This design comes from an exercise in tuning for small area and a short achievable clock period on the open sky130 flow, not from production work. Where RTL was checked, it was by simulation tests only, not by an equivalence proof against the original. Power is estimated from default activity; no workload was simulated.

## ALU_TOP
module ALU_TOP #(parameter Width = 16)
(
  input  [Width-1:0] A,
  input  [Width-1:0] B,
  input  [3:0]       ALU_FUN,
  input              CLK,
  input              RST,
  output [Width-1:0] Arith_OUT,
  output             Arith_Flag,
  output             Carry_OUT,
  output [Width-1:0] Logic_Out,
  output             Logic_Flag,
  output [Width-1:0] CMP_OUT,
  output             CMP_Flag,
  output             Shift_Flag,
  output [Width-1:0] Shift_OUT
);
  wire mul1 = (ALU_FUN == 4'b0010);
  wire div1 = (ALU_FUN == 4'b0011);
  wire s1 = ~ALU_FUN[2] & (ALU_FUN[0] | ALU_FUN[3]);
  wire [15:0] bx1 = B ^ {16{s1}};
  wire [16:0] bz1;
  assign bz1[0] = 1'b1;
  assign bz1[1] = bz1[0] & ~B[15];
  assign bz1[2] = bz1[1] & ~B[14];
  assign bz1[3] = bz1[2] & ~B[13];
  assign bz1[4] = bz1[3] & ~B[12];
  assign bz1[5] = bz1[4] & ~B[11];
  assign bz1[6] = bz1[5] & ~B[10];
  assign bz1[7] = bz1[6] & ~B[9];
  assign bz1[8] = bz1[7] & ~B[8];
  assign bz1[9] = bz1[8] & ~B[7];
  assign bz1[10] = bz1[9] & ~B[6];
  assign bz1[11] = bz1[10] & ~B[5];
  assign bz1[12] = bz1[11] & ~B[4];
  assign bz1[13] = bz1[12] & ~B[3];
  assign bz1[14] = bz1[13] & ~B[2];
  assign bz1[15] = bz1[14] & ~B[1];
  assign bz1[16] = bz1[15] & ~B[0];
  wire r15_a = A[15] & ~mul1;
  wire [0:0] r15_t = r15_a;
  wire [0:0] r15_p = r15_t ^ bx1[0:0];
  wire [0:0] r15_g = r15_t & bx1[0:0];
  wire r15_G1 = r15_g[0] | (r15_p[0] & s1);
  wire [0:0] r15_s;
  ...
For scale: ~1400 cells after synthesis, roughly 48 flip-flops, about 110 I/O pins, ~9400 sq um of cells after synthesis.
clock: 32.0 ns
lec_check: 0
abc_area: 1
cap_margin: 20
core_margin: 2
core_utilization: 40
cts_buf_list: sky130_fd_sc_hd__clkbuf_4 sky130_fd_sc_hd__clkbuf_8
slew_margin: 20
standard.sh (not shown) runs the stock make flow with config.mk's settings and CLKGATE_MAP_FILE= SYNTH_SCRIPT=/design/flow/synth_recipe.tcl, a recipe that flattens the netlist after the stock synthesis.
==> flow/flow/run.sh <==
#!/bin/bash
# The standard layout, with the smallest buffer on the ports.
export BUFFER_PORTS_ARGS="-buffer_cell sky130_fd_sc_hd__buf_1"
bash standard.sh > standard.log 2>&1
Edit:
--- a/flow/config.mk
+++ b/flow/config.mk
@@ -9,5 +9,4 @@
 export CAP_MARGIN = 20
 export CORE_MARGIN = 2
-export CORE_UTILIZATION = 40
-export CTS_BUF_LIST = sky130_fd_sc_hd__clkbuf_4 sky130_fd_sc_hd__clkbuf_8
+export CORE_UTILIZATION = 65
 export SLEW_MARGIN = 20
Clock power rises by 81%.
Routed wire length drops by 8.2%.
Flip-flop and latch count is unchanged.
Clock-buffer cell count is lower by 1.
Combinational power went down by about 2%.
Sequential power climbs by about 1%.
Area after synthesis is unchanged.
Hold slack gains 0.014 ns.
Worst setup slack got worse by 0.23 ns.
Die area fell by 38%.
Power went up by 7.1%.
Edit:
==> flow/flow/run.sh (replaced) <==
#!/bin/bash
# The standard layout, with two changes: synthesis leaves the adders to abc
# (no full/half-adder cells are extracted; registers are untouched), and the
# ports are buffered with the smallest buffer.
export BUFFER_PORTS_ARGS="-buffer_cell sky130_fd_sc_hd__buf_1"
bash standard.sh ADDER_MAP_FILE= finish > standard.log 2>&1
--- a/flow/config.mk
+++ b/flow/config.mk
@@ -9,4 +9,5 @@
 export CAP_MARGIN = 20
 export CORE_MARGIN = 2
-export CORE_UTILIZATION = 65
+export CORE_UTILIZATION = 40
+export CTS_BUF_LIST = sky130_fd_sc_hd__clkbuf_8
 export SLEW_MARGIN = 20
- The changed run went through all stages and came out clean
- setup slack improves by 3.3 ns
- utilization decreases by 29 points
- worst hold slack hardly moves
- total power went up by 2.0%
- cell count climbs by about 50%
- via count climbs by 37%
- die area went up by about 90%
Edit:
==> flow/flow/run.sh (replaced) <==
#!/bin/bash
# The standard layout, with the smallest buffer on the ports.
export BUFFER_PORTS_ARGS="-buffer_cell sky130_fd_sc_hd__buf_1"
bash standard.sh > standard.log 2>&1
--- a/flow/config.mk
+++ b/flow/config.mk
@@ -10,4 +10,3 @@
 export CORE_MARGIN = 2
 export CORE_UTILIZATION = 40
-export CTS_BUF_LIST = sky130_fd_sc_hd__clkbuf_8
 export SLEW_MARGIN = 20
Effect: The changed run went through all stages and came out clean; cell area falls by 12%; die area falls by 13%; utilization rises by 1.7 points; fmax falls by 14%; sequential share of layout area rises by 1.1 points; sequential power falls by 4.0%; power falls by 5.4%; setup slack gets worse by 3.1 ns; routed wire length falls by 21%.

========
## build 16
Another version of the RTL of ALU_TOP (not shown whole).
Size: roughly 2100 cells after synthesis.
==> flow/design.v (excerpt) <==
module ALU_TOP #(parameter Width = 16)
(
  input  [Width-1:0] A,
  input  [Width-1:0] B,
  input  [3:0]       ALU_FUN,
  input              CLK,
  input              RST,
  output [Width-1:0] Arith_OUT,
  output             Arith_Flag,
  output             Carry_OUT,
  output [Width-1:0] Logic_Out,
  output             Logic_Flag,
  output [Width-1:0] CMP_OUT,
  output             CMP_Flag,
  output             Shift_Flag,
  output [Width-1:0] Shift_OUT
);
==> flow/config.mk <==
export PLATFORM = sky130hd
export DESIGN_NAME = ALU_TOP
export DESIGN_NICKNAME = ALU_TOP
export VERILOG_FILES = /design/flow/design.v
export SDC_FILE = /design/flow/constraint.sdc
export NUM_CORES = 4
export LEC_CHECK = 0
export ABC_AREA = 1
export CAP_MARGIN = 20
export CORE_MARGIN = 2
export CORE_UTILIZATION = 40
export SLEW_MARGIN = 20
==> flow/constraint.sdc <==
create_clock -name core_clock -period 32.0 [get_ports {CLK}]
set_input_delay 6.4000 -clock core_clock [delete_from_list [all_inputs] [get_ports {CLK}]]
set_output_delay 6.4000 -clock core_clock [all_outputs]
set_load 0.01 [all_outputs]
==> flow/flow/run.sh <==
#!/bin/bash
# The standard layout (standard.sh, all ORFS steps), with three changes:
# - synthesis leaves the adders to abc (ADDER_MAP_FILE empty: no full/half
#   adder cells are extracted; registers are untouched);
# - the ports are buffered with the smallest buffer (buf_1);
# - repair_timing aims for 14 ns of setup slack, which makes it size up the
#   critical paths although the 32 ns clock is met.
# All of the tools' output goes to standard.log; ORFS's own logs stay under
# orfs/logs.
export BUFFER_PORTS_ARGS="-buffer_cell sky130_fd_sc_hd__buf_1"
bash standard.sh ADDER_MAP_FILE= SETUP_SLACK_MARGIN=14 finish > standard.log 2>&1
Relative to build 16, the following input files were edited for build 2:
Settings: setting CTS_BUF_LIST to sky130_fd_sc_hd__clkbuf_8 for the first time; changing CAP_MARGIN from 20 to 0; changing SLEW_MARGIN from 20 to 0.
==> comparison <==
Build 2 -> build 16: TritonCTS sink count delta 0, exact match
Diff build 2..build 16 | area after synthesis | unchanged
Build 2 vs. build 16: clock-cell share of area now smaller; utilization after layout has decreased; fmax +0.84%; total wirelength of the detailed-routed design roughly the same.
Compared with build 16, build 2 shows a higher overall via count from detail_route.
Build 2 gives less synthesis-to-layout area growth than build 16 did.
Of build 2 and build 16, the lower depth of the critical timing path with buffers and inverters included belongs to build 2.
Against build 16, overall power consumption in build 2 came out better.
On post-layout worst setup margin: between build 2 and build 16, it ends up lower for build 16.
The following lists how build 36 was set up differently from build 2:
Settings: swapping 0 for 20 in CAP_MARGIN; swapping 0 for 20 in SLEW_MARGIN.
diff --git a/flow/flow/run.sh b/flow/flow/run.sh
--- a/flow/flow/run.sh
+++ b/flow/flow/run.sh
@@ -9,3 +9,3 @@
 # orfs/logs.
 export BUFFER_PORTS_ARGS="-buffer_cell sky130_fd_sc_hd__buf_1"
-bash standard.sh ADDER_MAP_FILE= SETUP_SLACK_MARGIN=14 finish > standard.log 2>&1
+bash standard.sh ADDER_MAP_FILE= SETUP_SLACK_MARGIN=14 RECOVER_POWER=100 finish > standard.log 2>&1
Findings:
- Summary of build 36 and build 2: one run falls short of a clean finish, namely build 36.
- Build 36: flow complete, layout not clean; failing: max-capacitance violations, max-slew violations
- Relative to build 2, the maximum clock rate measured on build 36 has decreased by more than 10%.
- Side by side, area growth from synthesis to layout turned out lower in build 36 than in build 2.
- Changes observed in build 36 relative to build 2: logic depth of the worst setup path including buffers picked up an extra 5.1%; hold slack neither gained nor lost much.
- Global-route usage came out exactly the same in build 36 and build 2.
- | number of vias in the routed layout | build 2 vs build 36 | ≈ equal |
- From build 2 to build 36 the numbers moved as follows: cell area shows a reduction of about 2.3%, overall routed net length comparable, count of final max-slew check failures has increased.
- Final non-filler cell total: build 36 vs build 2 — no meaningful difference
- Of build 36 and build 2, it is build 36 that has the lower final critical-path setup slack.
Input changes introduced in build 66 (baseline for comparison: build 36):
==> flow/flow/run.sh <==
#!/bin/bash
# The standard layout, with two changes: synthesis leaves the adders to abc
# (no full/half-adder cells are extracted; registers are untouched), and the
# ports are buffered with the smallest buffer.
export BUFFER_PORTS_ARGS="-buffer_cell sky130_fd_sc_hd__buf_1"
bash standard.sh ADDER_MAP_FILE= SETUP_SLACK_MARGIN=14 finish > standard.log 2>&1
### Flow results
Build 66 reached the final stage; the timing, DRC and antenna checks on its layout passed.
Re max-cap check violation count: build 66 is 1 down on build 36.
Highest clock frequency the design can meet: build 66 vs build 36 up 13 MHz
Changes observed in build 66 relative to build 36: post-synthesis xor/xnor area fraction flat; sum of internal, switching and leakage power grew by 4.4 µW; hold slack ~0 delta; clock period minus final worst setup slack fell 4.94 ns; total routed wirelength level.
Compared with build 36, in build 66 number of inserted filler cells in the final layout moved down; post-route standard cell area excluding fillers moved up; setup slack after layout moved up.

========
ALU_TOP again, from the RTL that the note above started with.
clock: 32.0 ns
lec_check: 0
abc_area: 1
cap_margin: 20
core_margin: 2
core_utilization: 40
cts_buf_list: sky130_fd_sc_hd__clkbuf_8
slew_margin: 20
==> flow/flow/run.sh <==
#!/bin/bash
# The standard layout, with two changes: synthesis leaves the adders to abc
# (no full/half-adder cells are extracted; registers are untouched), and the
# ports are buffered with the smallest buffer.
export BUFFER_PORTS_ARGS="-buffer_cell sky130_fd_sc_hd__buf_1"
bash standard.sh ADDER_MAP_FILE= finish > standard.log 2>&1
The starting point finished with timing, DRC and antenna clean.
Edit:
--- a/flow/config.mk
+++ b/flow/config.mk
@@ -10,3 +10,3 @@
 export CORE_MARGIN = 2
-export CORE_UTILIZATION = 40
+export CORE_UTILIZATION = 55
 export CTS_BUF_LIST = sky130_fd_sc_hd__clkbuf_8
After rerunning:
- clock power shrinks by about 10%
- design area shrinks by about 1%
- first-iteration DRC count is lower by 16%
- hold slack improves by 0.017 ns
- core utilization goes up by 16 points
- die area shrinks by 27%
- combinational power barely changes
- global-route usage went up by 8.4 points
- sequential power stays flat
- wire length went down by 5.3%
Edit:
==> flow/flow/run.sh (replaced) <==
#!/bin/bash
# The standard layout (standard.sh, all ORFS steps), with three changes:
# - synthesis leaves the adders to abc (ADDER_MAP_FILE empty: no full/half
#   adder cells are extracted; registers are untouched);
# - the ports are buffered with the smallest buffer (buf_1);
# - repair_timing aims for 14 ns of setup slack, which makes it size up the
#   critical paths although the 32 ns clock is met.
# All of the tools' output goes to standard.log; ORFS's own logs stay under
# orfs/logs.
export BUFFER_PORTS_ARGS="-buffer_cell sky130_fd_sc_hd__buf_1"
bash standard.sh ADDER_MAP_FILE= SETUP_SLACK_MARGIN=14 finish > standard.log 2>&1
--- a/flow/config.mk
+++ b/flow/config.mk
@@ -10,4 +10,5 @@
 export CORE_MARGIN = 2
-export CORE_UTILIZATION = 55
+export CORE_UTILIZATION = 40
 export CTS_BUF_LIST = sky130_fd_sc_hd__clkbuf_8
 export SLEW_MARGIN = 20
+export TNS_END_PERCENT = 10
Cell count goes up by a few percent.
Setup slack improved by 1.4 ns.
Sequential power goes up slightly.
First-iteration DRC count goes up by a quarter to a third.
Final area goes up by a few percent.
Core utilization goes down by 14 points.
Sequential share of layout area goes down by 0.28 points.
Wire length goes up by a little under a tenth.
Die area goes up by well over a third.
Clock power goes up by roughly a tenth.
Fmax goes up by a little under a tenth.
Edit:
--- a/flow/flow/run.sh
+++ b/flow/flow/run.sh
@@ -10,2 +10,2 @@
 export BUFFER_PORTS_ARGS="-buffer_cell sky130_fd_sc_hd__buf_1"
-bash standard.sh ADDER_MAP_FILE= SETUP_SLACK_MARGIN=14 finish > standard.log 2>&1
+bash standard.sh ADDER_MAP_FILE= SETUP_SLACK_MARGIN=13 finish > standard.log 2>&1
--- a/flow/config.mk
+++ b/flow/config.mk
@@ -13,2 +13 @@
 export SLEW_MARGIN = 20
-export TNS_END_PERCENT = 10
Outcome:
- The changed run completed with no timing, DRC or antenna violations
- die area is unchanged
- sequential power went down by about 0.5%
- utilization went down by 1.2 points
- global-route usage barely changes
- cell count came out lower by 0.75%
Edit:
==> flow/flow/run.sh (replaced) <==
#!/bin/bash
export BUFFER_PORTS_ARGS="-buffer_cell sky130_fd_sc_hd__buf_1"
cp -r "$FLOW_HOME/scripts" ./scripts_abc
printf 'strash\ndc2\ndch\nmap -B 0.9\ntopo\nstime -c\nbuffer -c\nupsize -c\ndnsize -c\n' > scripts_abc/abc_area.script
bash standard.sh SCRIPTS_DIR=$PWD/scripts_abc ADDER_MAP_FILE= SETUP_SLACK_MARGIN=13.5 finish > standard.log 2>&1
- count of clock-buffer cells in the layout decreases by 1
- cell area increases by 26%
- first-iteration DRC count increases by 16%
- worst setup slack degrades by 1.9 ns
- synthesized area decreases by 12%
- utilization increases by 19 points
- combinational power increases by 38%
- total power increases by 29%
- synthesized cell count decreases by 24%
- wire length increases by 8.7%
Edit:
==> flow/flow/run.sh (replaced) <==
#!/bin/bash
# The standard layout, with two changes: synthesis leaves the adders to abc
# (no full/half-adder cells are extracted; registers are untouched), and the
# ports are buffered with the smallest buffer.
export BUFFER_PORTS_ARGS="-buffer_cell sky130_fd_sc_hd__buf_1"
bash standard.sh ADDER_MAP_FILE= SETUP_SLACK_MARGIN=16 finish > standard.log 2>&1
Effect: Critical path depth is lower by 42; combinational power is higher by 12%; cell area is higher by 11%; area after synthesis is higher by 14%; maximum frequency is higher by 18%; die area is higher by 13%; global-route usage is higher by 1.3 points; total power is higher by 8.7%; worst hold slack hardly moves; routed wire length is higher by 16%.

========
Another version of the RTL of ALU_TOP (not shown whole).
Size: ~48 flip-flops, ~110 I/O pins, about 11,000 um2 of cells after synthesis.
export LEC_CHECK = 0
export ABC_AREA = 1
export CAP_MARGIN = 20
export CORE_MARGIN = 2
export CORE_UTILIZATION = 40
export CTS_BUF_LIST = sky130_fd_sc_hd__clkbuf_8
export SLEW_MARGIN = 20
create_clock -name core_clock -period 32.0 [get_ports {CLK}]
==> flow/flow/run.sh <==
#!/bin/bash
# The standard layout (standard.sh, all ORFS steps), with three changes:
# - synthesis leaves the adders to abc (ADDER_MAP_FILE empty: no full/half
#   adder cells are extracted; registers are untouched);
# - the ports are buffered with the smallest buffer (buf_1);
# - repair_timing aims for 14 ns of setup slack, which makes it size up the
#   critical paths although the 32 ns clock is met.
# All of the tools' output goes to standard.log; ORFS's own logs stay under
# orfs/logs.
export BUFFER_PORTS_ARGS="-buffer_cell sky130_fd_sc_hd__buf_1"
bash standard.sh ADDER_MAP_FILE= SETUP_SLACK_MARGIN=14 finish > standard.log 2>&1
Edit:
==> flow/flow/run.sh (replaced) <==
#!/bin/bash
# The standard layout, with two changes: synthesis leaves the adders to abc
# (no full/half-adder cells are extracted; registers are untouched), and the
# ports are buffered with the smallest buffer.
export BUFFER_PORTS_ARGS="-buffer_cell sky130_fd_sc_hd__buf_1"
bash standard.sh ADDER_MAP_FILE= finish > standard.log 2>&1
Power drops by about 5%.
Worst setup slack loses 2.3 ns.
Core utilization drops by 3.4 points.
Final area drops by about 7%.
Wire length drops by about 5.5%.
Area after synthesis does not change.
No functional check of the RTL was part of any run of this note.

static timing again, ports no longer ideal:
The flow's constraints put no driver on any port. The routed layouts listed below were extracted and timed again, unchanged, in two steps.
Step 1, drivers: a clkbuf_16 drives CLK and a buf_2 each remaining input, both assumed.
Step 2 times the ports against the registers' clock, not the clock port: input delays grow and output delays shrink by t, the midpoint of the rising clock arrivals with the driver on.
a / b / c = no drivers / after step 1 / after step 2; a / b = the first two.
run	t, ns	slack for setup (ns)	clock arrival spread, ns	slew at the worst register clock pin (ns)	pins driven straight from the clock port
the first run of note 1	0.351	9.039 / 9.060 / 8.709	0.010 / 0.010	0.10 / 0.10	1
the second run of note 1	0.346	8.809 / 8.765 / 8.912	0.013 / 0.013	0.08 / 0.08	1
the third run of note 1	0.340	12.130 / 12.097 / 12.436	0.017 / 0.017	0.10 / 0.10	1
the fourth run of note 1	0.336	8.999 / 9.022 / 8.687	0.005 / 0.005	0.07 / 0.07	1
build 16	0.334	14.630 / 14.590 / 14.924	0.009 / 0.008	0.07 / 0.07	1
build 2	0.348	14.775 / 14.741 / 15.088	0.011 / 0.011	0.09 / 0.09	1
build 36	0.347	9.831 / 9.797 / 10.143	0.013 / 0.013	0.09 / 0.09	1
build 66	0.348	14.775 / 14.741 / 15.088	0.011 / 0.011	0.09 / 0.09	1
the first run of note 3	0.348	13.236 / 13.202 / 13.550	0.014 / 0.014	0.10 / 0.10	1
the second run of note 3	0.331	13.371 / 13.338 / 13.668	0.012 / 0.013	0.09 / 0.09	1
the third run of note 3	0.348	14.775 / 14.741 / 15.088	0.011 / 0.011	0.09 / 0.09	1
the fourth run of note 3	0.348	14.101 / 14.067 / 14.414	0.014 / 0.013	0.10 / 0.10	1
the fifth run of note 3	0.344	12.165 / 12.132 / 12.476	0.013 / 0.013	0.09 / 0.09	1
the sixth run of note 3	0.353	15.254 / 15.218 / 15.571	0.012 / 0.013	0.09 / 0.09	1
the first run of note 4	0.344	14.748 / 14.712 / 15.055	0.014 / 0.015	0.10 / 0.10	1
the second run of note 4	0.346	12.489 / 12.452 / 12.798	0.018 / 0.017	0.10 / 0.10	1
For the first run of note 1, which loses most, drivers alone change the setup slack by +0.021 ns; drivers and shift together by -0.330 ns.
